This design comes from an exercise in tuning for small area, a short achievable clock period and few clock cycles per item on the open sky130 flow, not from production work. RTL that was checked went through simulation tests only; none was proved equivalent to the original. The RTL of runs 4 to 8 was laid out without a check of its function.

[design/flow/run.sh]
#!/bin/bash
# synth_recipe.tcl (not shown) runs the flow's synth.tcl, then flattens the netlist and writes it again
# the make line also repeats each setting of config.mk as NAME=value (left out here)
make -C /OpenROAD-flow-scripts/flow DESIGN_CONFIG=/design/flow/config.mk WORK_HOME=/design/flow/orfs CLKGATE_MAP_FILE= SYNTH_SCRIPT=/design/flow/synth_recipe.tcl finish
[design/flow/config.mk]
export PLATFORM = sky130hd
export DESIGN_NAME = tiny_encryption_algorithm
export DESIGN_NICKNAME = tiny_encryption_algorithm
export VERILOG_FILES = /design/flow/design.v
export SDC_FILE = /design/flow/constraint.sdc
export NUM_CORES = 4
export LEC_CHECK = 0
export CAP_MARGIN = 20
export CORE_MARGIN = 2
export CORE_UTILIZATION = 40
export SLEW_MARGIN = 20
[design/flow/constraint.sdc]
create_clock -name core_clock -period 9.5 [get_ports {clk}]
set_input_delay 1.9000 -clock core_clock [delete_from_list [all_inputs] [get_ports {clk}]]
set_output_delay 1.9000 -clock core_clock [all_outputs]
set_load 0.01 [all_outputs]
[design/flow/design.v]
module tiny_encryption_algorithm(
     input              clk,         
   input              rst_n,       
   input              key_valid,   
   input              ptxt_valid,  
   input      [63:0]  ptxt,        
   input      [127:0] key,         
   output reg [63:0]  ctxt,        
   output reg         ctxt_ready  
);
localparam DELTA = 32'h9e3779b9;  
reg ctxt_ready_temp;
reg [31:0] key0, key1, key2, key3;
reg [31:0] sum;
wire [63:0] round_output;
reg [63:0] in;
reg [63:0] out;
integer round;
reg [1:0] star;
localparam s0 = 2'b00;
localparam s1 = 2'b01;
localparam s2 = 2'b10;
always_ff @(posedge clk or negedge rst_n)begin
    if (!rst_n)begin
		 key0 <= 32'b0;
       key1 <= 32'b0;
		 key2 <= 32'b0;
		 key3 <= 32'b0;
		 sum <= 32'b0;
		 in <= 64'b0;
		 round <= 0;
		 ctxt_ready_temp <= 1'b0;
		 out <= 64'b0;
       star <= s0;
    end
    else begin
        case(star)
            s0: begin
                star <= (key_valid && ptxt_valid) ? s1 : s0;
            end
            s1: begin
                    round <= 0;
                    key0 <= key[127:96];
                    key1 <= key[95:64];
                    key2 <= key[63:32];
                    key3 <= key[31:0];
                    sum <= DELTA;
					ctxt_ready_temp <= 1'b0;
					out <= 64'b0;
                    in <= ptxt;
                    star <= s2;
            end
            s2: begin
                in<=round_output;
                sum <= sum+DELTA;
					if (round == 32)begin
						ctxt_ready_temp <= 1'b1;
						out <= in;
						star <= s0;
						end
                    else round <= round + 1;
            end
        default: star <= s0;
        endcase
     end
end
always @(ctxt_ready_temp or out) begin
	ctxt = out;
	ctxt_ready = ctxt_ready_temp;
end
tea_round tiny_encryption_algorithm_round_i(
.in(in),
.key0(key0),
.key1(key1),
.key2(key2),
.key3(key3),
.sum(sum),
.out(round_output)
);
endmodule
module tea_round(
    input [63:0] in,
input [31:0] key0,
input [31:0] key1,
input [31:0] key2,
input [31:0] key3,
input [31:0] sum,
output [63:0] out
);
wire [31:0] uround_temp, lround_temp;
round uround(
.v0(in[63:32]),
.v1(in[31:0]),
.key0(key0),
.key1(key1),
.sum(sum),
.out(uround_temp)
);
round lround(
    .v0(in[31:0]),
    .v1(uround_temp),
    .key0(key2),
    .key1(key3),
    .sum(sum),
    .out(lround_temp)
);
assign out = {uround_temp, lround_temp};
endmodule
module round(
    input [31:0] v0,
    input [31:0] v1,
    input [31:0] key0,
    input [31:0] key1,
    input [31:0] sum,
    output [31:0] out
);
wire [31:0] v1_shifted_sx;
wire [31:0] v1_shifted_dx;
shift_sx shift_l(
    .in(v1),
    .out(v1_shifted_sx)
);
shift_dx shift_d (
    .in(v1),
    .out(v1_shifted_dx)
);
wire [31:0] add_tmp_0;
wire [31:0] add_tmp_1;
wire [31:0] add_tmp_2;
add_op add_0(
    .op1(v1_shifted_sx),
    .op2(key0),
    .res(add_tmp_0)
);
add_op add_1(
    .op1(v1),
    .op2(sum),
    .res(add_tmp_1)
);
add_op add_2(
    .op1(v1_shifted_dx),
    .op2(key1),
    .res(add_tmp_2)
);
wire [31:0] xor_tmp;
xor_op xor_(
    .op1(add_tmp_0),
    .op2(add_tmp_1),
    .op3(add_tmp_2),
    .res(xor_tmp)
);
wire[31:0] out_tmp;
add_op add_3(
    .op1(v0),
    .op2(xor_tmp),
    .res(out_tmp)
);
assign out = out_tmp;
endmodule
module shift_sx(
    input [31:0] in,
    output [31:0] out
);
assign out = in << 4;
endmodule
module shift_dx(
    input [31:0] in,
    output [31:0] out
);
assign out = in >>5;
endmodule
module add_op(
    input [31:0] op1,
    input [31:0] op2,
    output [31:0] res
);
assign res = op1 + op2;
endmodule
module xor_op (
    input [31:0] op1,
    input [31:0] op2,
    input [31:0] op3,
    output [31:0] res
);
assign res = op1^op2^op3;
endmodule
==> run summary, run 1 <==
status=complete, no violations; Synth cell types=81; Die Area=0.0667 mm²; Final min period=just over 9 ns; Post-Syn Nets=3298; hold crit path type=reg -> reg; critical path class=reg -> reg; number of fill cells=6047; crit start category=flop; Yosys top cell by area=dfrtp_1; CTS sink cnt=between 300 and 400; DRT iter0 DRCs=1542; R2R depth=43; vias in the first global route=22200; most common cell in the netlist=dfrtp_1; diode count=0; area of the core=~0.064 mm²; post-route setup slack=0.419 ns; Post-Syn Area=0.0259 mm²; WL/cell=20.9 µm; setup TNS=0 ns; Worst setup EP type=flop; Synth Instances=2842; port bufs=260; most used flip-flop cell after synthesis=dfrtp_1; initial antenna violation count=1; pre-CTS setup slack=-0.351 ns; final hold slack=0.475 ns; largest net degree at the start of global routing=149; root buf cell=clkbuf_16; Mean Syn Cell Area=slightly above 9 µm²; DRC viols=0; R2R Setup Slk=0.42 ns; # H-tree levels=2; first-pass GRT wire length=128 mm; Worst Max-Slew Pin Slew=1.03 ns; area share of the largest cell type after synthesis=~31%; via count=22700; antenna viol nets, final=0; Finished Cell Area=roughly 0.031 mm²; dpl hpwl=66.1 mm; fin crit share=95.6%; final core occ=slightly below 50%; Max FO, Critical Path=5; Die Wd=258 µm; top cells by count, synth=323 x dfrtp_1, 299 x xnor2_1, 267 x a21oi_1; Num CTS Buffers=38; number of synthesized flops with an enable pin=0; maximum clock path buffer count=3; Initial Utilization=40.3%; Final Hold Viols=0; ranking of synthesized cells by area=dfrtp_1 31%, ha_1 12%, xnor2_1 10%, mux2_2 5.5%, a21oi_1 5.2%; CP endpoint=in[31]; WL final=84.1 mm; asr flop ratio synth=100%; endpoints failing setup=0; Max Cap Viol=0; Hold-fix buffers, CTS=0; count of pins over their slew limit=0; GRT overflow=0; CTS tree=done; DR vias/cell=roughly 5.6; Pre-antenna DRT Iters=5; Max Fclk=0.110 GHz; crit-path max cell delay=between 0.4 and 0.5 ns; gpl congestion=0.956; Worst-path clk slew=0.07 ns; Layout area overhead=21.2%; Slowest cell on crit path=dfrtp_2; GRT Util Overall=between 20 and 25%; Yosys warning total=1; NumNets Final=3604; required time of the critical path=9.98 ns; layout cells sized above 1=10.9%; reg2reg end=in[31]; r2r startpoint=in[0]; cell count after placement=between 3000 and 4000; IO Pins=261; Rel. slew slack=a little under a third; #FFs+latches synth=323; Final Instance Count excl. Fillers=4029; register area share after synthesis=31.3%; Die Y=258 µm; Worst-Skew Late Latency=0.57 ns; crit-path most repeated cell=a21o_1; Site Rows=93; crit path from=in[0]; cell area after placement=about 0.03 mm²; Worst EP arrival=9.56 ns; clk_skew=roughly 0.020 ns
registers in the layout, summed over array words and instances, names as in the netlist:
signal           count
ctxt_ready_temp      1
round               32
star                 2
key2                32
in                  64
key3                32
sum                 32
key0                32
key1                32
out                 64
worst max-delay path: cells and delay by family (launching register included):
kind / cells / cell delay [ns]
compound gates: 26 / 4.98
fa+ha+maj: 5 / 1.48
simple gates: 6 / 0.82
xor+xnor: 6 / 1.23
flops: 1 / 0.44
placed cells by master (no fill, tap or decap), types with 7 or more instances in the layout:
cell type,netlist,layout
or3_1,9,8
clkinv_2,0,7
nor3_1,27,22
a21oi_2,1,8
a21oi_1,267,260
a31o_2,7,7
clkbuf_16,0,38
a21boi_0,10,10
clkbuf_1,73,8
nand4_1,29,29
a31oi_1,19,19
and4_1,8,8
nor2b_1,29,28
a21o_1,128,128
fa_1,8,8
inv_1,68,68
clkbuf_8,0,7
nand2b_1,30,30
nand3_1,59,58
mux2_2,127,127
xnor2_1,299,294
dfrtp_1,323,322
xor2_1,79,76
a211oi_1,29,26
o21ai_0,193,186
nor4_1,16,13
o21bai_1,24,24
and2_1,8,8
ha_1,252,246
nand2_1,266,265
clkdlybuf4s50_1,0,259
o21ai_1,3,10
buf_4,0,89
mux2i_1,64,64
o211ai_1,20,20
and3_1,24,24
a22o_1,7,7
nor2_1,187,187
o21a_1,33,33
worst min-delay path by stage:
stage / start / endpoint / slack [ns] / depth (start not counted)
after floorplan: round[26] / round[26] / 0.46 / 1
after global placement: ctxt_ready_temp / ctxt_ready_temp / 0.47 / 1
after detailed placement: ctxt_ready_temp / ctxt_ready_temp / 0.47 / 1
after CTS: ctxt_ready_temp / ctxt_ready_temp / 0.48 / 1
after global routing: ctxt_ready_temp / ctxt_ready_temp / 0.49 / 1
final: ctxt_ready_temp / ctxt_ready_temp / 0.48 / 1
timing repair:
item,in CTS,in global routing
resized for setup,3,41
setup endpoints to repair,2,8
buffers inserted,0,13
pin swaps,0,26
cell type report:
type / instances / area [µm²] / area share (%)
inverter: 68 / 255 / 0.815
multi-input combinational: 2367 / 17400 / 55.7
sequential: 323 / 8080 / 25.8
clock inverter: 13 / 114 / 0.363
tap: 855 / 1070 / 3.41
timing repair buffer: 350 / 3300 / 10.5
clock buffer: 53 / 1080 / 3.44
kinds of logic (layout without fill, tap and decap cells):
logic type / count (synthesis) / count (layout) / synth area share, %
AO/OA/AOI/OAI: 817 / 817 / 19.8
AND/OR/NAND/NOR: 718 / 718 / 12.8
XOR/XNOR: 381 / 381 / 13.1
flip-flops: 323 / 323 / 31.3
adder cells (fa/ha/maj): 260 / 260 / 12.8
multiplexers: 191 / 191 / 8.01
buffers and inverters: 152 / 484 / 2.22
routing by layer:
metal	global-route usage [%]	vias to the layer above	part of all wire [%]
met5	0	-	0
met4	6.73	0	2.6
met3	2.69	118	5.7
met2	38.5	642	44
met1	36.1	11100	48
li1	-	10900	-
Testbench counts, summed over its fixed seeds: cycles 17,920, items 512.
==> run 2, diff against run 1 <==
==> design/flow/design.v (replaced) <==
module tiny_encryption_algorithm(
    input              clk,         
    input              rst_n,       
    input              key_valid,   
    input              ptxt_valid,  
    input      [63:0]  ptxt,        
    input      [127:0] key,         
    output     [63:0]  ctxt,        
    output reg         ctxt_ready   
);
localparam [31:0] DELTA   = 32'h9e3779b9;
localparam [31:0] SUM_END = 32'hc6ef3720;  
reg         busy;
reg         phase;   
reg [31:0]  sum;
reg [31:0]  a, b;
reg [127:0] k;
wire start = key_valid & ptxt_valid & ~busy;
wire last  = phase & (sum == SUM_END);
wire [31:0] f = ((b << 4) + k[127:96]) ^ (b + sum) ^ ((b >> 5) + k[95:64]);
wire [31:0] b_next = a + f;
always @(posedge clk or negedge rst_n) begin
    if (!rst_n) begin
        busy       <= 1'b0;
        ctxt_ready <= 1'b0;
    end else if (busy) begin
        if (last) begin
            busy       <= 1'b0;
            ctxt_ready <= 1'b1;
        end
    end else if (start) begin
        busy       <= 1'b1;
        ctxt_ready <= 1'b0;
    end
end
always @(posedge clk) begin
    if (busy) begin
        phase <= ~phase;
        if (phase) sum <= sum + DELTA;
        k <= {k[63:0], k[127:64]};
        a <= b;
        b <= b_next;
    end else begin
        phase <= 1'b0;
        sum   <= DELTA;
        k     <= key;
        if (start) begin
            a <= ptxt[63:32];
            b <= ptxt[31:0];
        end
    end
end
assign ctxt = {a, b};
endmodule
--- a/design/flow/config.mk
+++ b/design/flow/config.mk
@@ -5,7 +5,9 @@
 export SDC_FILE = /design/flow/constraint.sdc
 export NUM_CORES = 4
 export LEC_CHECK = 0
+export ABC_AREA = 1
 export CAP_MARGIN = 20
 export CORE_MARGIN = 2
 export CORE_UTILIZATION = 40
+export SETUP_SLACK_MARGIN = 5
 export SLEW_MARGIN = 20
==> run 2 against run 1 <==
Net effect:
- register-to-register slack gained 4.7 ns
- via count shrank 27%
- cell area shrank 33%
==> run summary, run 2 <==
count of pins over their slew limit=0; dpl hpwl=48.0 mm; Rel. slew slack=29.1%; hold crit path type=reg -> reg; Num CTS Buffers=26; Initial Utilization=40.4%; largest net degree at the start of global routing=114; Pre-antenna DRT Iters=6; crit-path most repeated cell=nand2_1; Yosys warning total=1; Die Wd=roughly 210 µm; asr flop ratio synth=0.881%; most common cell after layout, fill and taps aside=nand2_1; #FFs+latches synth=about 230; Largest Register=k; Final min period=4.36 ns; number of synthesized flops with an enable pin=64; layout cells sized above 1=under 10%; setup TNS=0 ns; Worst-Skew Late Latency=0.56 ns; IO Pins=261; final hold slack=0.421 ns; Layout area overhead=27.1%; vias in the first global route=16000; Mean Syn Cell Area=6.82 µm²; R2R depth=20; port bufs=260; WL final=59.4 mm; Finished Cell Area=between 0.02 and 0.025 mm²; Hold-fix buffers, CTS=0; GRT Util Overall=26.9%; Post-Syn Area=0.0165 mm²; CTS sink cnt=227; clk_skew=0.0143 ns; via count=16600; gpl congestion=0.987; Post-Syn Nets=approximately 2700; NumNets Final=3005; most used flip-flop cell after synthesis=dfxtp_1; DRC viols=0; most common cell in the netlist=nand2_1; register area=0.00520 mm²; area of the multi-input gates=0.0106 mm²; CP bufs+invs=2; Die Y=207 µm; endpoints failing setup=0; area share of the largest cell type after synthesis=21.5%; # H-tree levels=1; Yosys top cell by area=nand2_1; number of fill cells=between 4000 and 5000; DRT iter0 DRCs=1091; CTS tree=done; GRT overflow=0; Worst-path clk slew=0.07 ns; Max Cap Viol=0; family with the most delay on the worst path=simple AND/OR/NAND/NOR gates; Worst setup EP type=flop; cell area after placement=between 0.015 and 0.02 mm²; Die Area=0.0429 mm²; area of the core=0.0408 mm²; crit-path cells=ha_4 > nand2_1 > nor2_2 > inv_2 > o21ai_0 > nand2_1 > nand3_2 > xor2_2 > xor2_2 > xor2_1 > ha_1 > nand2_1 > nor3_1 > inv_1 > nor2_1 > nand4_1 > nand3_1 > nand3_1 > nand3_1 > nand2_1; register area share after synthesis=31.5%; maximum clock path buffer count=3; Worst Max-Slew Pin Slew=1.06 ns; number of flip-flops in the largest register=about 130; top cells by count, synth=944 x nand2_1, 206 x inv_1, 161 x dfxtp_1; critical path class=reg -> reg; CP Depth=20; Synth cell types=54; Final Hold Viols=0; Max Fclk=0.229 GHz; most frequent cells in the layout=939 x nand2_1, 260 x clkdlybuf4s50_1, 205 x inv_1; crit-path max cell delay=0.59 ns; status=complete, no violations; Site Rows=74; fin crit share=45.9%; root buf cell=clkbuf_16; Slowest cell on crit path=edfxtp_1; initial antenna violation count=0; ranking of synthesized cells by area=nand2_1 21%, dfxtp_1 20%, edfxtp_1 12%, ha_1 9.3%, inv_1 4.7%; required time of the critical path=9.81 ns; first-pass GRT wire length=between 90 and 100 mm; WL/cell=18.4 µm; antenna viol nets, final=0; crit start category=flop; Min-Delay Path Depth=2; diode count=0; Max FO, Critical Path=5; final core occ=51.4%; DR vias/cell=5.14; Synth Instances=2421; RSZ-0062 raised after global routing=yes; Worst EP arrival=4.67 ns
[run 2: routing by layer]
layer / track usage, % / wire length (µm) / up-vias / part of all wire [%]
li1: - / - / 8377 / -
met1: 39.1 / 28500 / 7656 / 48
met2: 42.1 / 26200 / 497 / 44
met3: 2.90 / 3320 / 76 / 5.6
met4: 7.41 / 1460 / 0 / 2.5
met5: 0 / 0 / - / 0
[run 2: area by class of cell]
class	count	share of cell area, %
multi-input combinational	1924	50.6
sequential	227	24.8
timing repair buffer	284	13.4
inverter	219	3.94
clock buffer	39	3.89
tap	532	3.17
clock inverter	6	0.233
[run 2: cells by family (layout without fill, tap and decap cells)]
logic type / after synthesis / after routing / share of synthesized area, %
flops: 227 / 227 / 31.5
buf+inv: 270 / 548 / 6.15
xor+xnor: 128 / 128 / 6.88
simple gates: 1333 / 1333 / 33.6
compound gates: 336 / 336 / 12.1
fa+ha+maj: 127 / 127 / 9.81
[run 2: repair_timing]
item	CTS	global route
buffers inserted	3	15
setup endpoints to repair	9	15
gates cloned	0	0
pin swaps	1	19
resized for setup	10	57
[run 2: final timing paths]
| kind | slack (ns) | to | startpoint |
|---|---|---|---|
| max reg2reg | 5.14 | b[31] | b[14] |
| min | 0.42 | k[83] | k[19] |
| min in group asynchronous | 1.50 | busy | rst_n |
| max | 5.14 | b[31] | b[14] |
| max in group asynchronous | 7.87 | busy | rst_n |
| min reg2reg | 0.42 | k[83] | k[19] |
[run 2: worst reg2reg max path: cells and delay by family, from the launching register on]
kind | cells | cell delay, ns
AOI/OAI and AO/OA | 1 | 0.30
xor gates and xnor gates | 3 | 0.59
adders and majority gates | 2 | 0.77
and+or+nand+nor | 12 | 1.65
buffers and inverters | 2 | 0.20
DFF | 1 | 0.59
[run 2: through the flow]
stage	cells	setup WS, ns
final	3231	5.14
after global routing	3231	4.90
after CTS	3215	4.98
after detailed placement	3167	4.75
after global placement	3167	4.77
after floorplan	2421	5.74
Testbench counts of run 2, summed over its fixed seeds: cycles 33,280, items 512.
==> run 3, diff against run 2 <==
--- a/design/flow/config.mk
+++ b/design/flow/config.mk
@@ -9,5 +9,4 @@
 export CAP_MARGIN = 20
 export CORE_MARGIN = 2
 export CORE_UTILIZATION = 40
-export SETUP_SLACK_MARGIN = 5
 export SLEW_MARGIN = 20
==> run 3 against run 2 <==
Net effect:
- still clean on timing, DRC and antenna
- clock-buffer cell count did not move
- cell count down 0.56%
- critical endpoint is now b[23]
- highest routed layer unchanged
==> run summary, run 3 <==
Die Area=about 0.043 mm²; area share of the largest cell type after synthesis=between 20% and 30%; Max Fclk=0.207 GHz; most common cell after layout, fill and taps aside=nand2_1; Worst EP arrival=roughly 5.1 ns; DRT iter0 DRCs=around 1100; dpl hpwl=48.0 mm; Worst-path clk slew=0.06 ns; Die Wd=207 µm; most common cell in the netlist=nand2_1; number of synthesized flops with an enable pin=64; Mean Syn Cell Area=6.82 µm²; Post-Syn Nets=2744; antenna viol nets, final=0; CTS sink cnt=227; Initial Utilization=40.4%; post-cts resize count=0; Synth Instances=about 2400; crit start category=flop; setup TNS=0 ns; register area=0.00520 mm²; maximum clock path buffer count=3; pre-CTS setup slack=4.75 ns; DRC viols=0; Hold-fix buffers, CTS=0; RSZ-0062 raised after global routing=no; R2R Setup Slk=4.68 ns; root buf cell=clkbuf_16; gpl congestion=around 0.99; critical path class=reg -> reg; hold crit path type=reg -> reg; Largest Register=k; NumNets Final=2987; Rel. slew slack=between 20% and 30%; Final Instance Count excl. Fillers=approximately 3200; # H-tree levels=1; Post-Synth Simple-Gate Area=between 30% and 40%; area of the core=about 0.04 mm²; GRT Util Overall=between 20% and 30%; top cells by count, synth=944 x nand2_1, 206 x inv_1, 161 x dfxtp_1; Max FO, Critical Path=5; Final Hold Viols=0; #FFs+latches synth=227; Compound-Gate Fraction of Synth Area=12.1%; Post-Syn Area=0.0165 mm²; Yosys warning total=1; cell area after placement=approximately 0.02 mm²; clk_skew=0.0124 ns; post-synthesis mux area share=0%; Num CTS Buffers=26; cell count after placement=about 3200; largest family of logic cells by synthesized area=simple AND/OR/NAND/NOR gates; Post-CTS Setup Repair Bufs=0; Worst Max-Slew Pin Slew=1.07 ns; asr flop ratio synth=0.881%; area of the multi-input gates=a little over 0.01 mm²; number of flip-flops in the largest register=128; most frequent cells in the layout=943 x nand2_1, 260 x clkdlybuf4s50_1, 205 x inv_1; Pre-antenna DRT Iters=5; Synth Area in Adders=about a tenth; GRT overflow=0; largest net degree at the start of global routing=approximately 110; WL final=between 50 and 60 mm; Finished Cell Area=0.0205 mm²; first-pass GRT wire length=90.5 mm; port bufs=260; register area share after synthesis=31.5%; post-route setup slack=4.68 ns; fin crit share=50.7%; WL/cell=between 15 and 20 µm; Yosys top cell by area=nand2_1; final core occ=50.3%; diode count=0; Die Y=207 µm; status=complete, no violations; Max Cap Viol=0; Site Rows=74; layout cells sized above 1=5.45%; post-synthesis xor/xnor area fraction=between 6 and 7%; endpoints failing setup=0; number of fill cells=4112; via count=16500; Final min period=4.82 ns; IO Pins=approximately 260; ranking of synthesized cells by area=nand2_1 21%, dfxtp_1 20%, edfxtp_1 12%, ha_1 9.3%, inv_1 4.7%; Layout area overhead=24.3%; most used flip-flop cell after synthesis=dfxtp_1; CTS tree=done; initial antenna violation count=0; Synth cell types=54; required time of the critical path=9.81 ns; Worst-Skew Late Latency=0.57 ns; Worst setup EP type=flop; vias in the first global route=between 15000 and 20000; count of pins over their slew limit=0; DR vias/cell=5.14
## run 3: cell counts after synthesis
No cell type changed its count.
## run 3: path summary, 6_finish.rpt
check | start | end | cells after the start
setup reg to reg | b[5] | b[23] | 21
max in group asynchronous | rst_n | busy | 1
hold reg to reg | k[40] | k[104] | 2
setup / recovery | b[5] | b[23] | 21
min in group asynchronous | rst_n | busy | 1
hold / removal | k[40] | k[104] | 2
## run 3: metal layers
metal  global-route usage (%)  routed length, µm  part of all wire (%)  vias up
li1                         -                  -                     -     8356
met1                     38.9              28400                    48     7594
met4                     7.22               1450                   2.5        0
met2                     42.1              25900                    44      488
met5                        0                  0                     0        -
met3                     2.94               3220                   5.5       77
## run 3: metrics by stage
stage / hold slack (ns)
6_report: 0.421
5_1_grt: 0.431
4_1_cts: 0.424
3_5_place_dp: 0.410
3_3_place_gp: 0.407
2_1_floorplan: 0.403
## run 3: cell type report
class	instances	area share, %
Tap cell	532	3.24
Inverter	219	4.03
Clock inverter	6	0.238
Timing Repair Buffer	266	13.0
Multi-Input combinational cell	1924	50.2
Clock buffer	39	3.97
Sequential cell	227	25.3
## run 3: kinds of logic (layout without fill, tap and decap cells)
logic type                 after synthesis  after routing
xor gates and xnor gates               128            128
and+or+nand+nor                       1333           1333
adders and majority gates              127            127
AOI/OAI and AO/OA                      336            336
buffers and inverters                  270            530
DFF                                    227            227
## run 3: worst max-delay path: stages, from the launching register on
cell	delay, ns
edfxtp_1	0.55
ha_1	0.30
fa_1	0.41
nand3_1	0.09
nand2_1	0.12
a21oi_1	0.24
inv_1	0.14
nand2_1	0.08
nand2_1	0.12
xnor2_1	0.39
xor2_1	0.30
ha_1	0.34
a21oi_1	0.24
o21a_1	0.25
a21boi_0	0.19
nand2_1	0.18
nand2_1	0.10
nand2_1	0.10
a21oi_1	0.19
nand2_1	0.07
nand3_1	0.10
nand2_1	0.07
==> run 4, diff against run 3 <==
--- a/design/flow/design.v
+++ b/design/flow/design.v
@@ -17,8 +17,9 @@
 reg [127:0] k;
 wire start = key_valid & ptxt_valid & ~busy;
 wire last  = phase & (sum == SUM_END);
-wire [31:0] f = ((b << 4) + k[127:96]) ^ (b + sum) ^ ((b >> 5) + k[95:64]);
-wire [31:0] b_next = a + f;
+wire [31:0] f  = ((b << 4) + k[127:96]) ^ (b + sum) ^ ((b >> 5) + k[95:64]);
+wire [31:0] op = busy ? a : ptxt[31:0];
+wire [31:0] b_next = op + (f & {32{busy}});
 always @(posedge clk or negedge rst_n) begin
     if (!rst_n) begin
         busy       <= 1'b0;
@@ -34,20 +35,17 @@
     end
 end
 always @(posedge clk) begin
+    if (busy | start) b <= b_next;
     if (busy) begin
         phase <= ~phase;
         if (phase) sum <= sum + DELTA;
         k <= {k[63:0], k[127:64]};
         a <= b;
-        b <= b_next;
     end else begin
         phase <= 1'b0;
         sum   <= DELTA;
         k     <= key;
-        if (start) begin
-            a <= ptxt[63:32];
-            b <= ptxt[31:0];
-        end
+        if (start) a <= ptxt[63:32];
     end
 end
 assign ctxt = {a, b};
==> run 4 against run 3 <==
Net effect:
- clock-buffer cell count grew 1
- clock skew rose by 0.0059 ns
- area after synthesis is 2.7% lower
- still clean on timing, DRC and antenna
- largest cell class unchanged
- register-to-register slack improved by 0.20 ns
==> run summary, run 4 <==
Max Fclk=0.217 GHz; R2R depth=25; Layout area overhead=24.9%; layout cells sized above 1=roughly 5.4%; initial antenna violation count=0; most common cell in the netlist=nand2_1; most used flip-flop cell after synthesis=dfxtp_1; ranking of synthesized cells by area=nand2_1 22%, dfxtp_1 20%, edfxtp_1 12%, ha_1 9.2%, a21oi_1 5.2%; Pre-antenna DRT Iters=7; Num CTS Buffers=27; hold path startpoint=k[20]; # H-tree levels=1; Post-Syn Nets=2667; Worst setup EP type=flop; Worst Max-Slew Pin Slew=about 0.96 ns; top cells by count, synth=935 x nand2_1, 168 x a21oi_1, 168 x nor2_1; Post-Syn Area=0.0161 mm²; required time of the critical path=9.82 ns; Die Area=roughly 0.042 mm²; post-route setup slack=4.88 ns; CTS tree=done; critical path class=reg -> reg; Worst EP arrival=around 4.9 ns; clk_skew=roughly 0.018 ns; area of the core=0.0397 mm²; most frequent cells in the layout=935 x nand2_1, 260 x clkdlybuf4s50_1, 168 x nor2_1, 168 x a21oi_1, 164 x inv_1; Worst-Skew Late Latency=between 0.5 and 0.6 ns; WL final=57.7 mm; crit start category=flop; Initial Utilization=40.4%; Final min period=4.62 ns; Post-CTS Setup Repair Bufs=0; fin crit share=48.6%; Rel. slew slack=35.7%; CTS sink cnt=227; via count=16200; gpl congestion=0.956; diode count=0; antenna viol nets, final=0; endpoints failing setup=0; DRC viols=0; first-pass GRT wire length=~90 mm; Mean Syn Cell Area=6.84 µm²; #FFs+latches synth=roughly 230; final core occ=50.5%; GRT Util Overall=27.5%; pre-CTS setup slack=between 4 and 5 ns; Synth Instances=2349; maximum clock path buffer count=3; Slowest cell on crit path=edfxtp_1; hold worst-path end=k[84]; Yosys top cell by area=nand2_1; asr flop ratio synth=0.881%; Min-Delay Path Depth=2; DRT iter0 DRCs=1367; reg2reg end=b[31]; NumNets Final=~2900; WL/cell=18.4 µm; number of flip-flops in the largest register=128; vias in the first global route=15600; r2r startpoint=b[1]; Final Hold Viols=0; GRT overflow=0; register area share after synthesis=around 32%; port bufs=260; number of synthesized flops with an enable pin=64; Site Rows=between 70 and 80; RSZ-0062 raised after global routing=no; status=complete, no violations; root buf cell=clkbuf_16; Worst-path clk slew=roughly 0.06 ns; IO Pins=261; largest net degree at the start of global routing=slightly above 90; Largest Register=k; R2R Setup Slk=4.88 ns; area share of the largest cell type after synthesis=21.8%; Synth cell types=52; crit-path most repeated cell=nand2_1; most common cell after layout, fill and taps aside=nand2_1; DR vias/cell=5.17; post-cts resize count=0; Max FO, Critical Path=5; Die Wd=between 200 and 250 µm; setup TNS=0 ns; Max Cap Viol=0; count of pins over their slew limit=0; Hold-fix buffers, CTS=0; Yosys warning total=1; hold crit path type=reg -> reg; crit-path max cell delay=0.50 ns; Die Y=approximately 200 µm; dpl hpwl=around 47 mm
run 4: cell count changes in the layout (fill, tap and decap cells not counted), moves of 9 or more:
cell / delta
xnor2_1: -14
inv_1: -41
nor3_1: -10
nand3_1: -17
nor2_2: -9
xor2_1: +12
a21o_1: -11
a21oi_1: +33
nand3b_1: -11
run 4: worst max-delay path: cells and delay by family (launching register included):
family	cells	cell delay, ns
XOR/XNOR	1	0.22
adder cells (fa/ha/maj)	2	0.77
buffers and inverters	3	0.27
AND/OR/NAND/NOR	12	1.32
AO/OA/AOI/OAI	7	1.29
flip-flops	1	0.50
run 4: cells by family (layout without fill, tap and decap cells):
family                   count (synthesis)  count (layout)  synth area share [%]
AO/OA/AOI/OAI                          356             356                  13.0
adder cells (fa/ha/maj)                122             122                  9.69
XOR/XNOR                               126             126                  6.96
buffers and inverters                  233             492                  5.47
AND/OR/NAND/NOR                       1285            1285                  32.6
flip-flops                             227             227                  32.3
run 4: per-stage QoR:
stage               instances  hold slack (ns)  area [µm²]
detailed placement       3084            0.410       19200
global placement         3084            0.406       19200
global route             3133            0.434       20100
finish                   3133            0.422       20100
CTS                      3133            0.424       20100
floorplan                2349            0.403       16100
run 4: per-layer routing:
| layer | vias to the layer above | part of all wire (%) | wire length [µm] | GRT usage [%] |
|---|---|---|---|---|
| li1 | 8150 | - | - | - |
| met1 | 7440 | 48 | 27900 | 40.0 |
| met2 | 515 | 42 | 24400 | 41.8 |
| met3 | 82 | 6.9 | 3990 | 4.53 |
| met4 | 0 | 2.4 | 1410 | 6.99 |
| met5 | - | 0 | 0 | 0 |
run 4: cell type report:
cell class              count  area (µm²)
well taps                 525         657
inverters                 177         669
flip-flops and latches    227        5200
multi-input cells        1889        9990
repair buffers            266        2650
clock buffers              40         838
fillers                  4007       19700
clock inverters             9        63.8
run 4: how the worst max path moves through the flow:
| stage | from | endpoint | slack (ns) |
|---|---|---|---|
| after floorplan | ptxt[1] | b[25] | 5.64 |
| after global placement | ptxt[1] | b[27] | 4.82 |
| after detailed placement | ptxt[1] | b[27] | 4.80 |
| after CTS | b[1] | b[31] | 4.95 |
| after global routing | b[1] | b[31] | 4.42 |
| final | b[1] | b[31] | 4.88 |
==> run 5, diff against run 4 <==
--- a/design/flow/design.v
+++ b/design/flow/design.v
@@ -17,9 +17,12 @@
 reg [127:0] k;
 wire start = key_valid & ptxt_valid & ~busy;
 wire last  = phase & (sum == SUM_END);
-wire [31:0] f  = ((b << 4) + k[127:96]) ^ (b + sum) ^ ((b >> 5) + k[95:64]);
+function automatic [31:0] add32(input [31:0] x, input [31:0] y);
+    add32 = x + y;
+endfunction
+wire [31:0] f  = add32(b << 4, k[127:96]) ^ add32(b, sum) ^ add32(b >> 5, k[95:64]);
 wire [31:0] op = busy ? a : ptxt[31:0];
-wire [31:0] b_next = op + (f & {32{busy}});
+wire [31:0] b_next = add32(op, f & {32{busy}});
 always @(posedge clk or negedge rst_n) begin
     if (!rst_n) begin
         busy       <= 1'b0;
==> design/flow/flow/run.sh (new file) <==
#!/bin/bash
set -euo pipefail
bash standard.sh "BUFFER_PORTS_ARGS=-buffer_cell sky130_fd_sc_hd__buf_1" finish > standard_flow.log 2>&1
==> design/flow/standard.sh (new file) <==
#!/bin/bash
# synth_recipe.tcl (not shown) runs the flow's synth.tcl, then flattens the netlist and writes it again
# the make line also repeats each setting of config.mk as NAME=value (left out here)
make -C /OpenROAD-flow-scripts/flow DESIGN_CONFIG=/design/flow/config.mk WORK_HOME=/design/flow/orfs CLKGATE_MAP_FILE= SYNTH_SCRIPT=/design/flow/synth_recipe.tcl "${@:-finish}"
--- a/design/flow/config.mk
+++ b/design/flow/config.mk
@@ -9,4 +9,5 @@
 export CAP_MARGIN = 20
 export CORE_MARGIN = 2
 export CORE_UTILIZATION = 40
+export SETUP_SLACK_MARGIN = 5
 export SLEW_MARGIN = 20
removed: design/flow/run.sh
==> run 5 against run 4 <==
Net effect:
- still clean
- area after synthesis grew 0.39%
- register-to-register slack better by 0.26 ns
- synthesized cell count grew 2.3%
- critical path depth shrank 8
- cell count increased by 2.8%
- utilization shrank 2.8 points
- setup slack improved by 0.26 ns
- maximum frequency is 6.0% higher
- wire length is 0.26% higher
- highest routed layer unchanged
==> run summary, run 5 <==
hold path startpoint=k[31]; Site Rows=73; Pre-antenna DRT Iters=6; crit-path most repeated cell=a21oi_1; number of flip-flops in the largest register=128; status=complete, no violations; CTS tree=done; register area share after synthesis=around 32%; largest net degree at the start of global routing=between 90 and 100; most common cell after layout, fill and taps aside=nand2_1; Post-Syn Nets=between 2000 and 3000; NumNets Final=between 2000 and 3000; most used flip-flop cell after synthesis=dfxtp_1; clk_skew=0.0241 ns; final core occ=47.7%; fin crit share=45.9%; r2r startpoint=b[6]; reg2reg end=b[21]; asr flop ratio synth=less than 1%; Layout area overhead=17.5%; antenna viol nets, final=0; DRC viols=0; Yosys warning total=1; initial antenna violation count=0; number of synthesized flops with an enable pin=between 60 and 70; hold worst-path end=k[95]; layout cells sized above 1=6.27%; R2R Setup Slk=5.14 ns; most common cell in the netlist=nand2_1; CTS sink cnt=approximately 230; area of the core=0.0397 mm²; Final min period=around 4.4 ns; Worst Max-Slew Pin Slew=1.01 ns; RSZ-0062 raised after global routing=yes; Num CTS Buffers=27; dpl hpwl=46.1 mm; final hold slack=0.422 ns; WL final=57.8 mm; #FFs+latches synth=227; DR vias/cell=approximately 5.2; Worst-Skew Late Latency=roughly 0.57 ns; Max FO, Critical Path=4; root buf cell=clkbuf_16; WL/cell=18.0 µm; Mean Syn Cell Area=6.72 µm²; GRT overflow=0; post-route setup slack=5.14 ns; critical path class=reg -> reg; hold crit path type=reg -> reg; Rel. slew slack=32.4%; Synth cell types=48; R2R depth=17; number of fill cells=between 4000 and 5000; area of the multi-input gates=0.0102 mm²; diode count=0; area share of the largest cell type after synthesis=22.4%; Yosys top cell by area=nand2_1; Worst setup EP type=flop; crit start category=flop; gpl congestion=1.00; ranking of synthesized cells by area=nand2_1 22%, dfxtp_1 20%, edfxtp_1 12%, ha_1 9.2%, a21oi_1 5.4%; crit-path cells=inv_1 > fa_1 > o21ai_2 > nand2_1 > nand3_1 > nand3_1 > nand2_1 > xor2_1 > xor2_1 > nor2_1 > ha_1 > a21oi_1 > o21ai_2 > a21oi_1 > o21bai_1 > a21oi_1 > xnor2_1; required time of the critical path=9.81 ns; top cells by count, synth=963 x nand2_1, 189 x inv_1, 180 x nor2_1; Initial Utilization=just over 40%; maximum clock path buffer count=3; GRT Util Overall=27.2%; Worst-path clk slew=0.07 ns; Max Cap Viol=0; register area=a little over 0.005 mm²; Die Area=0.0420 mm²; count of pins over their slew limit=0; Min-Delay Path Depth=2; endpoints failing setup=0; Final Hold Viols=0; DRT iter0 DRCs=1362; Die Y=slightly above 200 µm; most frequent cells in the layout=962 x nand2_1, 260 x buf_1, 188 x inv_1; setup TNS=0 ns; IO Pins=261; port bufs=260; Slowest cell on crit path=edfxtp_1; via count=16700; Worst EP arrival=4.67 ns; first-pass GRT wire length=87.6 mm; # H-tree levels=1; Synth Instances=roughly 2400; pre-CTS setup slack=4.70 ns; Hold-fix buffers, CTS=0; Largest Register=k; Die Wd=205 µm; crit-path max cell delay=between 0.5 and 0.6 ns; Max Fclk=0.230 GHz; Post-Syn Area=0.0161 mm²; vias in the first global route=15700
run 5: worst max-delay path, delay by kind of cell (launching register included):
family	cells	cell delay (ns)
compound gates	6	1.34
xor+xnor	3	0.69
fa+ha+maj	2	0.84
buf+inv	1	0.13
flops	1	0.54
simple gates	5	0.58
run 5: logic make-up after synthesis:
logic type | share of synthesized area [%]
simple gates | 32.9
compound gates | 13.0
buf+inv | 5.69
flops | 32.2
fa+ha+maj | 9.65
xor+xnor | 6.57
run 5: what timing repair did:
action                                 CTS  global route
cloned                                   0             0
endpoints found under the hold margin    0             0
gates resized for setup                  1            37
setup buffers                            3            29
pin swaps                                0             7
setup endpoints to repair                6            12
run 5: how the worst max path moves through the flow:
| stage | cells after the start | slack [ns] | endpoint | startpoint |
|---|---|---|---|---|
| finish | 17 | 5.14 | b[21] | b[6] |
| global route | 23 | 4.84 | b[31] | b[18] |
| CTS | 17 | 5.01 | b[30] | b[4] |
| detailed placement | 12 | 4.70 | b[21] | ptxt[1] |
| global placement | 18 | 4.78 | b[21] | b[5] |
| floorplan | 14 | 5.58 | b[24] | ptxt[0] |
run 5: cell type report:
type                            count  area share [%]
Inverter                          190            3.79
Multi-Input combinational cell   1931            53.6
Clock buffer                       36            4.34
Timing Repair Buffer              298            6.78
Sequential cell                   227            27.4
Clock inverter                     14           0.627
Tap cell                          525            3.46
run 5: metrics by stage:
| step | cell area (µm²) | cells |
|---|---|---|
| floorplan | 16100 | 2402 |
| global placement | 17600 | 3139 |
| detailed placement | 17600 | 3139 |
| CTS | 18600 | 3192 |
| global route | 19000 | 3221 |
| finish | 19000 | 3221 |
run 5: metal layers:
| layer | GRT usage (%) | part of all wire, % | wire length [µm] | vias to the layer above |
|---|---|---|---|---|
| li1 | - | - | - | 8360 |
| met1 | 39.7 | 48 | 27700 | 7695 |
| met2 | 42.2 | 43 | 25000 | 558 |
| met3 | 3.29 | 6.4 | 3700 | 84 |
| met4 | 7.30 | 2.4 | 1410 | 0 |
| met5 | 0 | 0 | 0 | - |
==> run 6, diff against run 5 <==
--- a/design/flow/design.v
+++ b/design/flow/design.v
@@ -18,7 +18,19 @@
 wire start = key_valid & ptxt_valid & ~busy;
 wire last  = phase & (sum == SUM_END);
 function automatic [31:0] add32(input [31:0] x, input [31:0] y);
-    add32 = x + y;
+    reg [31:0] p, gg, pp;
+    integer l, i, j;
+    begin
+        p = x ^ y; gg = x & y; pp = p;
+        for (l = 0; l < 5; l = l + 1)
+            for (i = 31; i >= 0; i = i - 1)
+                if ((i >> l) & 1) begin
+                    j = ((i >> l) << l) - 1;
+                    gg[i] = gg[i] | (pp[i] & gg[j]);
+                    pp[i] = pp[i] & pp[j];
+                end
+        add32 = p ^ {gg[30:0], 1'b0};
+    end
 endfunction
 wire [31:0] f  = add32(b << 4, k[127:96]) ^ add32(b, sum) ^ add32(b >> 5, k[95:64]);
 wire [31:0] op = busy ? a : ptxt[31:0];
==> design/flow/run.sh (new file) <==
#!/bin/bash
# synth_recipe.tcl (not shown) runs the flow's synth.tcl, then flattens the netlist and writes it again
# the make line also repeats each setting of config.mk as NAME=value (left out here)
make -C /OpenROAD-flow-scripts/flow DESIGN_CONFIG=/design/flow/config.mk WORK_HOME=/design/flow/orfs CLKGATE_MAP_FILE= SYNTH_SCRIPT=/design/flow/synth_recipe.tcl finish
removed: design/flow/flow/run.sh
removed: design/flow/standard.sh
==> run 6 against run 5 <==
Net effect:
- cell area increased by 0.52%
- sequential share of layout area fell by 0.15 points
- clock skew is 0.0048 ns lower
- global-route usage shrank 6.2 points
- still clean on timing, DRC and antenna
- area after synthesis fell by 9.7%
- via count is 19% lower
- setup slack got worse by 0.043 ns
- critical path depth increased by 8
==> run summary, run 6 <==
GRT overflow=0; vias in the first global route=around 13000; Post-Synth Simple-Gate Area=31.0%; layout cells sized above 1=7.28%; Synth Area in Adders=12.4%; IO Pins=261; root buf cell=clkbuf_16; Pre-antenna DRT Iters=5; R2R depth=25; most common cell after layout, fill and taps aside=nand2_1; Slowest cell on crit path=edfxtp_1; Worst-Skew Late Latency=0.56 ns; crit-path max cell delay=around 0.4 ns; Die Wd=between 150 and 200 µm; register area share after synthesis=between 30% and 40%; post-synthesis xor/xnor area fraction=under 10%; CTS sink cnt=about 230; cell count after placement=2698; antenna viol nets, final=0; top cells by count, synth=831 x nand2_1, 193 x inv_1, 161 x dfxtp_1; first-pass GRT wire length=~65 mm; gpl congestion=between 0.8 and 0.9; port bufs=260; CTS tree=done; Final Instance Count excl. Fillers=2783; critical path class=reg -> reg; dpl hpwl=30.5 mm; post-synthesis mux area share=less than 1%; setup TNS=0 ns; Min-Delay Path Depth=2; hold worst-path end=k[81]; area share of the largest cell type after synthesis=22.1%; number of fill cells=3472; Worst Max-Slew Pin Slew=0.671 ns; asr flop ratio synth=0.881%; Die Area=about 0.038 mm²; hold path startpoint=k[17]; count of pins over their slew limit=0; crit start category=flop; most used flip-flop cell after synthesis=dfxtp_1; Synth Instances=2028; Mean Syn Cell Area=7.18 µm²; post-route setup slack=around 5.1 ns; via count=13500; required time of the critical path=9.80 ns; area of the core=around 0.036 mm²; register area=0.00520 mm²; Post-Syn Area=0.0146 mm²; crit path from=b[5]; final core occ=53.3%; number of flip-flops in the largest register=between 100 and 150; r2r startpoint=b[5]; DRC viols=0; area of the multi-input gates=0.00868 mm²; R2R Setup Slk=5.10 ns; ranking of synthesized cells by area=dfxtp_1 22%, nand2_1 21%, edfxtp_1 13%, ha_1 9.8%, inv_1 5.0%; pre-CTS setup slack=4.64 ns; most frequent cells in the layout=825 x nand2_1, 260 x clkdlybuf4s50_1, 193 x inv_1; Num CTS Buffers=28; Yosys warning total=1; WL final=41.0 mm; # H-tree levels=1; Initial Utilization=~41%; fin crit share=46.3%; Worst EP arrival=~4.7 ns; Max Fclk=0.227 GHz; largest family of logic cells by synthesized area=simple AND/OR/NAND/NOR gates; Rel. slew slack=55.2%; Final min period=4.40 ns; GRT Util Overall=approximately a fifth; Max Cap Viol=0; Synth cell types=52; Yosys top cell by area=dfxtp_1; Site Rows=69; maximum clock path buffer count=3; DRT iter0 DRCs=798; reg2reg end=b[31]; most common cell in the netlist=nand2_1; largest net degree at the start of global routing=139; diode count=0; status=complete, no violations; Compound-Gate Fraction of Synth Area=8.27%; WL/cell=between 10 and 15 µm; #FFs+latches synth=between 200 and 250; initial antenna violation count=0; hold crit path type=reg -> reg; Worst-path clk slew=around 0.06 ns; Max FO, Critical Path=8; clk_skew=between 0.015 and 0.02 ns; Final Hold Viols=0; RSZ-0062 raised after global routing=yes; Largest Register=k; crit-path most repeated cell=nand2_1; DR vias/cell=4.84; number of synthesized flops with an enable pin=64; Die Y=195 µm; endpoints failing setup=0; NumNets Final=about 2600; Worst setup EP type=flop; Layout area overhead=30.8%; Post-Syn Nets=around 2400
## run 6: cell types whose count changed after synthesis, sizes merged, moves of 15 or more
cell / delta
nand2: -111
xor2: -16
fa: +15
a21oi: -79
nor2: -91
o21ai: -53
## run 6: area by class of cell
cell class | instances | area share [%]
Clock inverter | 14 | 0.578
Sequential cell | 227 | 27.3
Inverter | 194 | 3.89
Multi-Input combinational cell | 1551 | 45.5
Clock buffer | 38 | 4.36
Timing Repair Buffer | 298 | 15.3
Tap cell | 461 | 3.03
## run 6: stage by stage
| step | area [µm²] | hold slack [ns] |
|---|---|---|
| detailed placement | 17600 | 0.408 |
| CTS | 18600 | 0.423 |
| global placement | 17600 | 0.407 |
| finish | 19100 | 0.420 |
| floorplan | 14600 | 0.403 |
| global route | 19100 | 0.443 |
## run 6: cell families (layout without fill, tap and decap cells)
| logic type | count (synthesis) | after routing |
|---|---|---|
| xor gates and xnor gates | 100 | 100 |
| DFF | 227 | 227 |
| and+or+nand+nor | 1104 | 1104 |
| AOI/OAI and AO/OA | 213 | 213 |
| buffers and inverters | 250 | 544 |
| muxes | 1 | 1 |
| adders and majority gates | 133 | 133 |
## run 6: how the worst max path moves through the flow
stage	to	slack (ns)	depth (start not counted)
global placement	b[16]	4.67	15
global route	b[31]	4.80	25
floorplan	b[31]	5.35	25
finish	b[31]	5.10	25
detailed placement	b[16]	4.64	15
CTS	b[31]	4.93	25
## run 6: repair_timing
action | CTS | global route
hold buffers | 0 | 0
pin swaps | 1 | 13
setup buffers | 4 | 28
resized for setup | 4 | 48
setup endpoints to repair | 9 | 17
## run 6: per-layer routing
| layer | wire (µm) | GRT usage [%] |
|---|---|---|
| met1 | 19500 | 29.6 |
| met2 | 18800 | 34.6 |
| met3 | 2030 | 2.97 |
| met4 | 660 | 4.04 |
| met5 | 0 | 0 |
## run 6: worst max-delay path, delay by kind of cell (launching register included)
family / cells / cell delay, ns
and+or+nand+nor: 10 / 0.83
adders and majority gates: 3 / 1.05
xor gates and xnor gates: 2 / 0.35
buffers and inverters: 2 / 0.23
AOI/OAI and AO/OA: 8 / 1.27
DFF: 1 / 0.41
==> run 7, diff against run 6 <==
==> design/flow/flow/run.sh (new file) <==
#!/bin/bash
set -euo pipefail
bash standard.sh "BUFFER_PORTS_ARGS=-buffer_cell sky130_fd_sc_hd__buf_1" finish > standard_flow.log 2>&1
==> design/flow/standard.sh (new file) <==
#!/bin/bash
# synth_recipe.tcl (not shown) runs the flow's synth.tcl, then flattens the netlist and writes it again
# the make line also repeats each setting of config.mk as NAME=value (left out here)
make -C /OpenROAD-flow-scripts/flow DESIGN_CONFIG=/design/flow/config.mk WORK_HOME=/design/flow/orfs CLKGATE_MAP_FILE= SYNTH_SCRIPT=/design/flow/synth_recipe.tcl "${@:-finish}"
--- a/design/flow/config.mk
+++ b/design/flow/config.mk
@@ -9,5 +9,6 @@
 export CAP_MARGIN = 20
 export CORE_MARGIN = 2
 export CORE_UTILIZATION = 40
+export CTS_BUF_LIST = sky130_fd_sc_hd__clkbuf_4 sky130_fd_sc_hd__clkbuf_8
 export SETUP_SLACK_MARGIN = 5
 export SLEW_MARGIN = 20
removed: design/flow/run.sh
==> run 7 against run 6 <==
Net effect:
- wire length fell by 0.27%
- utilization fell by 5.2 points
- clock-buffer cell count rose by 27
- still clean on timing, DRC and antenna
- non-clock buffer count fell by 10
- register-to-register slack improved by 0.10 ns
- first-iteration DRC count fell by 6.9%
- synthesized cell count did not move
- clock skew rose by 0.010 ns
- critical path type unchanged
- setup slack improved by 0.10 ns
==> run summary, run 7 <==
diode count=0; Synth Instances=2028; Largest Register=k; top cells by count, synth=831 x nand2_1, 193 x inv_1, 161 x dfxtp_1; count of pins over their slew limit=0; dpl hpwl=30.4 mm; most used flip-flop cell after synthesis=dfxtp_1; Worst-path clk slew=0.06 ns; DRC viols=0; post-route setup slack=5.20 ns; Rel. slew slack=31.3%; Post-Syn Nets=2357; WL final=approximately 41 mm; setup TNS=0 ns; fin crit share=45.3%; endpoints failing setup=0; area of the core=0.0357 mm²; most common cell after layout, fill and taps aside=nand2_1; Initial Utilization=between 40% and 50%; vias in the first global route=~13000; clk_skew=roughly 0.029 ns; DRT iter0 DRCs=~740; Pre-antenna DRT Iters=5; ranking of synthesized cells by area=dfxtp_1 22%, nand2_1 21%, edfxtp_1 13%, ha_1 9.8%, inv_1 5.0%; Yosys top cell by area=dfxtp_1; Post-Synth Simple-Gate Area=31.0%; final hold slack=0.418 ns; Die Wd=between 150 and 200 µm; DR vias/cell=just under 5; largest family of logic cells by synthesized area=simple AND/OR/NAND/NOR gates; NumNets Final=2634; layout cells sized above 1=under 10%; number of flip-flops in the largest register=128; Compound-Gate Fraction of Synth Area=8.27%; first-pass GRT wire length=65.1 mm; Layout area overhead=18.1%; post-synthesis mux area share=0.0687%; required time of the critical path=9.84 ns; initial antenna violation count=0; Num CTS Buffers=between 40 and 50; port bufs=260; crit start category=flop; antenna viol nets, final=0; #FFs+latches synth=227; Mean Syn Cell Area=7.18 µm²; most frequent cells in the layout=829 x nand2_1, 260 x buf_1, 193 x inv_1; gpl congestion=a little under 0.9; WL/cell=14.6 µm; Site Rows=69; hold crit path type=reg -> reg; IO Pins=between 200 and 300; via count=around 14000; Worst-Skew Late Latency=0.60 ns; RSZ-0062 raised after global routing=yes; maximum clock path buffer count=3; Final min period=4.30 ns; Synth cell types=52; GRT Util Overall=21.4%; Synth Area in Adders=12.4%; Post-Syn Area=between 0.01 and 0.015 mm²; post-synthesis xor/xnor area fraction=6.06%; CTS tree=done; area share of the largest cell type after synthesis=22.1%; # H-tree levels=2; pre-CTS setup slack=4.83 ns; Final Hold Viols=0; status=complete, no violations; Worst EP arrival=4.64 ns; Die Area=0.0380 mm²; critical path class=reg -> reg; root buf cell=clkbuf_8; number of synthesized flops with an enable pin=between 60 and 70; Worst Max-Slew Pin Slew=1.03 ns; Worst setup EP type=flop; Yosys warning total=1; register area share after synthesis=35.7%; R2R Setup Slk=5.20 ns; largest net degree at the start of global routing=177; GRT overflow=0; Max Fclk=0.233 GHz; Die Y=~190 µm; asr flop ratio synth=less than 1%; Max FO, Critical Path=8; most common cell in the netlist=nand2_1; CTS sink cnt=about 230; Max Cap Viol=0
==> run 7: final cells by class <==
cell class / instances / area (µm²)
timing repair buffer: 288 / 1200
clock inverter: 14 / 141
tap: 461 / 577
multi-input combinational: 1551 / 8560
inverter: 194 / 733
sequential: 227 / 5200
fill: 3670 / 18500
clock buffer: 65 / 795
==> run 7: cell families after synthesis <==
kind of cell               Yosys count
muxes                                1
buffers and inverters              250
DFF                                227
adders and majority gates          133
xor gates and xnor gates           100
and+or+nand+nor                   1104
AOI/OAI and AO/OA                  213
==> run 7: what timing repair did <==
action,in CTS,in global routing
setup endpoints to repair,9,16
hold buffers,0,0
pin swaps,0,12
buffers inserted,2,21
resized for setup,5,28
==> run 7: path summary, 6_finish.rpt <==
kind | depth (start not counted) | to | from
max in group asynchronous | 1 | busy | rst_n
max | 22 | b[31] | b[12]
max reg2reg | 22 | b[31] | b[12]
min reg2reg | 2 | k[79] | k[15]
min in group asynchronous | 1 | busy | rst_n
min | 2 | k[79] | k[15]
==> run 7: stage by stage <==
step	util [%]	cells	cell area, µm²
6_report	48.1	2800	17200
5_1_grt	48.1	2800	17200
4_1_cts	47.4	2779	16900
3_5_place_dp	44.7	2698	16000
3_3_place_gp	44.7	2698	16000
2_1_floorplan	-	2028	14600
==> run 7: routing by layer <==
| layer | GRT usage (%) | part of all wire [%] | wire length, µm | vias to the layer above |
|---|---|---|---|---|
| met5 | 0 | 0 | 0 | - |
| met4 | 6.39 | 2.1 | 838 | 0 |
| met3 | 3.30 | 5.3 | 2160 | 52 |
| met2 | 34.4 | 45 | 18400 | 334 |
| met1 | 29.7 | 48 | 19400 | 6133 |
| li1 | - | - | - | 7023 |
==> run 7: critical path, stage by stage (launching register included) <==
cell      delay (ns)
edfxtp_1        0.55
ha_1            0.40
a21oi_1         0.15
a21boi_1        0.17
nand2_1         0.12
nand2_1         0.13
nand2_4         0.11
fa_1            0.40
xnor2_1         0.21
o21ai_1         0.10
a21oi_1         0.16
ha_1            0.26
a21o_1          0.19
a21oi_2         0.22
o21bai_4        0.12
a21boi_4        0.20
o21bai_4        0.14
nand3_1         0.09
nand2_1         0.06
a21oi_2         0.12
inv_1           0.05
nand2_1         0.06
nand2_1         0.04
==> run 8, diff against run 7 <==
--- a/design/flow/config.mk
+++ b/design/flow/config.mk
@@ -8,7 +8,7 @@
 export ABC_AREA = 1
 export CAP_MARGIN = 20
 export CORE_MARGIN = 2
-export CORE_UTILIZATION = 40
-export CTS_BUF_LIST = sky130_fd_sc_hd__clkbuf_4 sky130_fd_sc_hd__clkbuf_8
+export CORE_UTILIZATION = 60
+export PLACE_DENSITY = 0.75
 export SETUP_SLACK_MARGIN = 5
 export SLEW_MARGIN = 20
==> run 8 against run 7 <==
Net effect:
- still clean on timing, DRC and antenna
- non-clock buffer count decreased by 5
- wire length decreased by 8.9%
- clock skew decreased by 0.015 ns
- cell count decreased by 6.3%
- register-to-register slack got worse by 0.097 ns
- maximum frequency decreased by 2.2%
- critical path type unchanged
- largest cell class unchanged
- highest routed layer unchanged
==> run summary, run 8 <==
Rel. slew slack=30.9%; top cells by count, synth=831 x nand2_1, 193 x inv_1, 161 x dfxtp_1; most frequent cells in the layout=829 x nand2_1, 260 x buf_1, 193 x inv_1; Yosys top cell by area=dfxtp_1; most common cell in the netlist=nand2_1; IO Pins=~260; WL final=37.2 mm; Layout area overhead=15.5%; fin crit share=46.3%; Mean Syn Cell Area=7.18 µm²; Max Fclk=around 0.23 GHz; CTS sink cnt=227; Die Wd=approximately 160 µm; setup TNS=0 ns; Final Hold Viols=0; Worst-path clk slew=0.06 ns; Synth Instances=roughly 2000; DRT iter0 DRCs=1039; Synth cell types=52; CP endpoint=b[31]; maximum clock path buffer count=3; Largest Register=k; number of flip-flops in the largest register=128; crit start category=flop; Die Area=0.0255 mm²; Slowest cell on crit path=edfxtp_1; DR vias/cell=5.15; required time of the critical path=9.78 ns; Worst setup EP type=flop; Worst Max-Slew Pin Slew=roughly 1.0 ns; DRC viols=0; root buf cell=clkbuf_16; status=complete, no violations; clk_skew=0.0147 ns; most common cell after layout, fill and taps aside=nand2_1; port bufs=260; via count=13500; Num CTS Buffers=25; r2r startpoint=b[5]; layout cells sized above 1=5.57%; first-pass GRT wire length=59.7 mm; CTS tree=done; crit path from=b[5]; number of synthesized flops with an enable pin=64; CP Depth=25; hold path startpoint=k[15]; reg2reg end=b[31]; Worst EP arrival=4.68 ns; gpl congestion=0.895; cell area after placement=0.0158 mm²; R2R depth=25; crit-path most repeated cell=nand2_1; most used flip-flop cell after synthesis=dfxtp_1; GRT Util Overall=28.4%; endpoints failing setup=0; initial antenna violation count=0; Site Rows=57; #FFs+latches synth=227; Finished Cell Area=0.0168 mm²; antenna viol nets, final=0; Post-Syn Nets=2357; # H-tree levels=1; NumNets Final=approximately 2600; GRT overflow=0; Max Cap Viol=0; RSZ-0062 raised after global routing=yes; WL/cell=14.2 µm; critical path class=reg -> reg; vias in the first global route=12400; Final min period=4.40 ns; Die Y=160 µm; Pre-antenna DRT Iters=5; family with the most delay on the worst path=compound AO/OA/AOI/OAI gates; hold crit path type=reg -> reg; area share of the largest cell type after synthesis=~22%; diode count=0; crit-path max cell delay=between 0.4 and 0.5 ns; Hold-fix buffers, CTS=0; Yosys warning total=1; ranking of synthesized cells by area=dfxtp_1 22%, nand2_1 21%, edfxtp_1 13%, ha_1 9.8%, inv_1 5.0%; dpl hpwl=27.3 mm; Post-Syn Area=0.0146 mm²; register area share after synthesis=35.7%; Initial Utilization=a little over 60%; count of pins over their slew limit=0; Max FO, Critical Path=8; CP bufs+invs=2; Worst-Skew Late Latency=0.53 ns; R2R Setup Slk=5.10 ns; area of the core=0.0241 mm²; largest net degree at the start of global routing=between 150 and 200; asr flop ratio synth=0.881%
-- run 8: timing repair --
action / 4_1_cts / 5_1_grt
endpoints found under the setup margin: 7 / 14
buffers inserted: 0 / 19
pin swaps: 3 / 11
gates resized for setup: 5 / 15
-- run 8: how the worst min path moves through the flow --
stage / to / slack (ns) / cells after the start
4_1_cts: k[126] / 0.42 / 2
5_1_grt: k[82] / 0.43 / 2
3_3_place_gp: k[80] / 0.40 / 2
6_report: k[79] / 0.42 / 2
3_5_place_dp: k[126] / 0.41 / 2
2_1_floorplan: k[100] / 0.40 / 2
-- run 8: area by class of cell --
cell class              count  area (µm²)
clock buffers              40         785
clock inverters             5        32.5
fillers                  2135        7280
inverters                 194         733
multi-input cells        1551        8510
flip-flops and latches    227        5200
well taps                 324         405
repair buffers            283        1160
-- run 8: per-stage QoR --
step	utilization, %	setup slack (ns)	instances	hold WS, ns
6_report	69.8	5.10	2624	0.420
5_1_grt	69.8	4.87	2624	0.435
4_1_cts	68.9	5.02	2605	0.422
3_5_place_dp	65.5	4.90	2560	0.410
3_3_place_gp	65.5	5.00	2560	0.405
2_1_floorplan	-	5.35	2028	0.403
-- run 8: layer usage --
metal  global-route usage, %  vias to the layer above  part of all wire (%)
met5                       0                        -                     0
met4                    7.49                        0                   2.1
met3                    4.70                       62                   7.3
met2                    44.6                      435                    44
met1                    40.7                     6057                    47
li1                        -                     6965                     -
-- run 8: kinds of logic after synthesis --
group | count (synthesis) | share of synthesized area, %
buf+inv | 250 | 6.58
mux | 1 | 0.0687
xor+xnor | 100 | 6.06
simple gates | 1104 | 31.0
fa+ha+maj | 133 | 12.4
compound gates | 213 | 8.27
flops | 227 | 35.7
-- run 8: worst min-delay path, delay by kind of cell, from the launching register on --
family / cells / cell delay (ns)
flip-flops: 1 / 0.30
AND/OR/NAND/NOR: 2 / 0.09

-- what the ideal ports hide --
In the flow no input, the clock included, has a driving cell. The finished layouts below were timed again as built, in two steps. Step 1: set_driving_cell puts a clkbuf_16 on clk and a buf_2 on each other input, an assumption about the parent block. Step 2 moves the port delays by t, midway between the first and last clock arrival at a register: inputs arrive t later, outputs are due t later. That takes back most of the time a late clock gives input paths. a / b / c = ideal ports / drivers / drivers and shift; a / b = the first two.
run	t (ns)	setup WS [ns]	worst setup path after step 2	latest minus earliest clock arrival (ns)	slew at the worst register clock pin (ns)
run 1	0.626	0.419 / 0.419 / 0.419	register to register	0.021 / 0.020	0.07 / 0.07
run 2	0.607	5.142 / 5.142 / 5.142	register to register	0.015 / 0.015	0.07 / 0.07
run 3	0.609	4.680 / 4.680 / 4.680	register to register	0.012 / 0.013	0.07 / 0.07
run 4	0.621	4.883 / 4.883 / 4.776	input to register	0.019 / 0.018	0.07 / 0.07
run 5	0.619	5.143 / 5.143 / 4.911	input to register	0.025 / 0.024	0.07 / 0.07
run 6	0.594	5.100 / 5.100 / 4.642	input to register	0.020 / 0.020	0.06 / 0.06
run 7	0.628	5.201 / 5.201 / 4.993	input to register	0.029 / 0.030	0.06 / 0.06
run 8	0.571	5.104 / 5.104 / 5.092	input to register	0.015 / 0.015	0.06 / 0.06
After both steps every run listed still meets setup and hold. The setup slack of run 6, which loses most, moves by 0.000 ns with the drivers and by -0.458 ns with both steps.
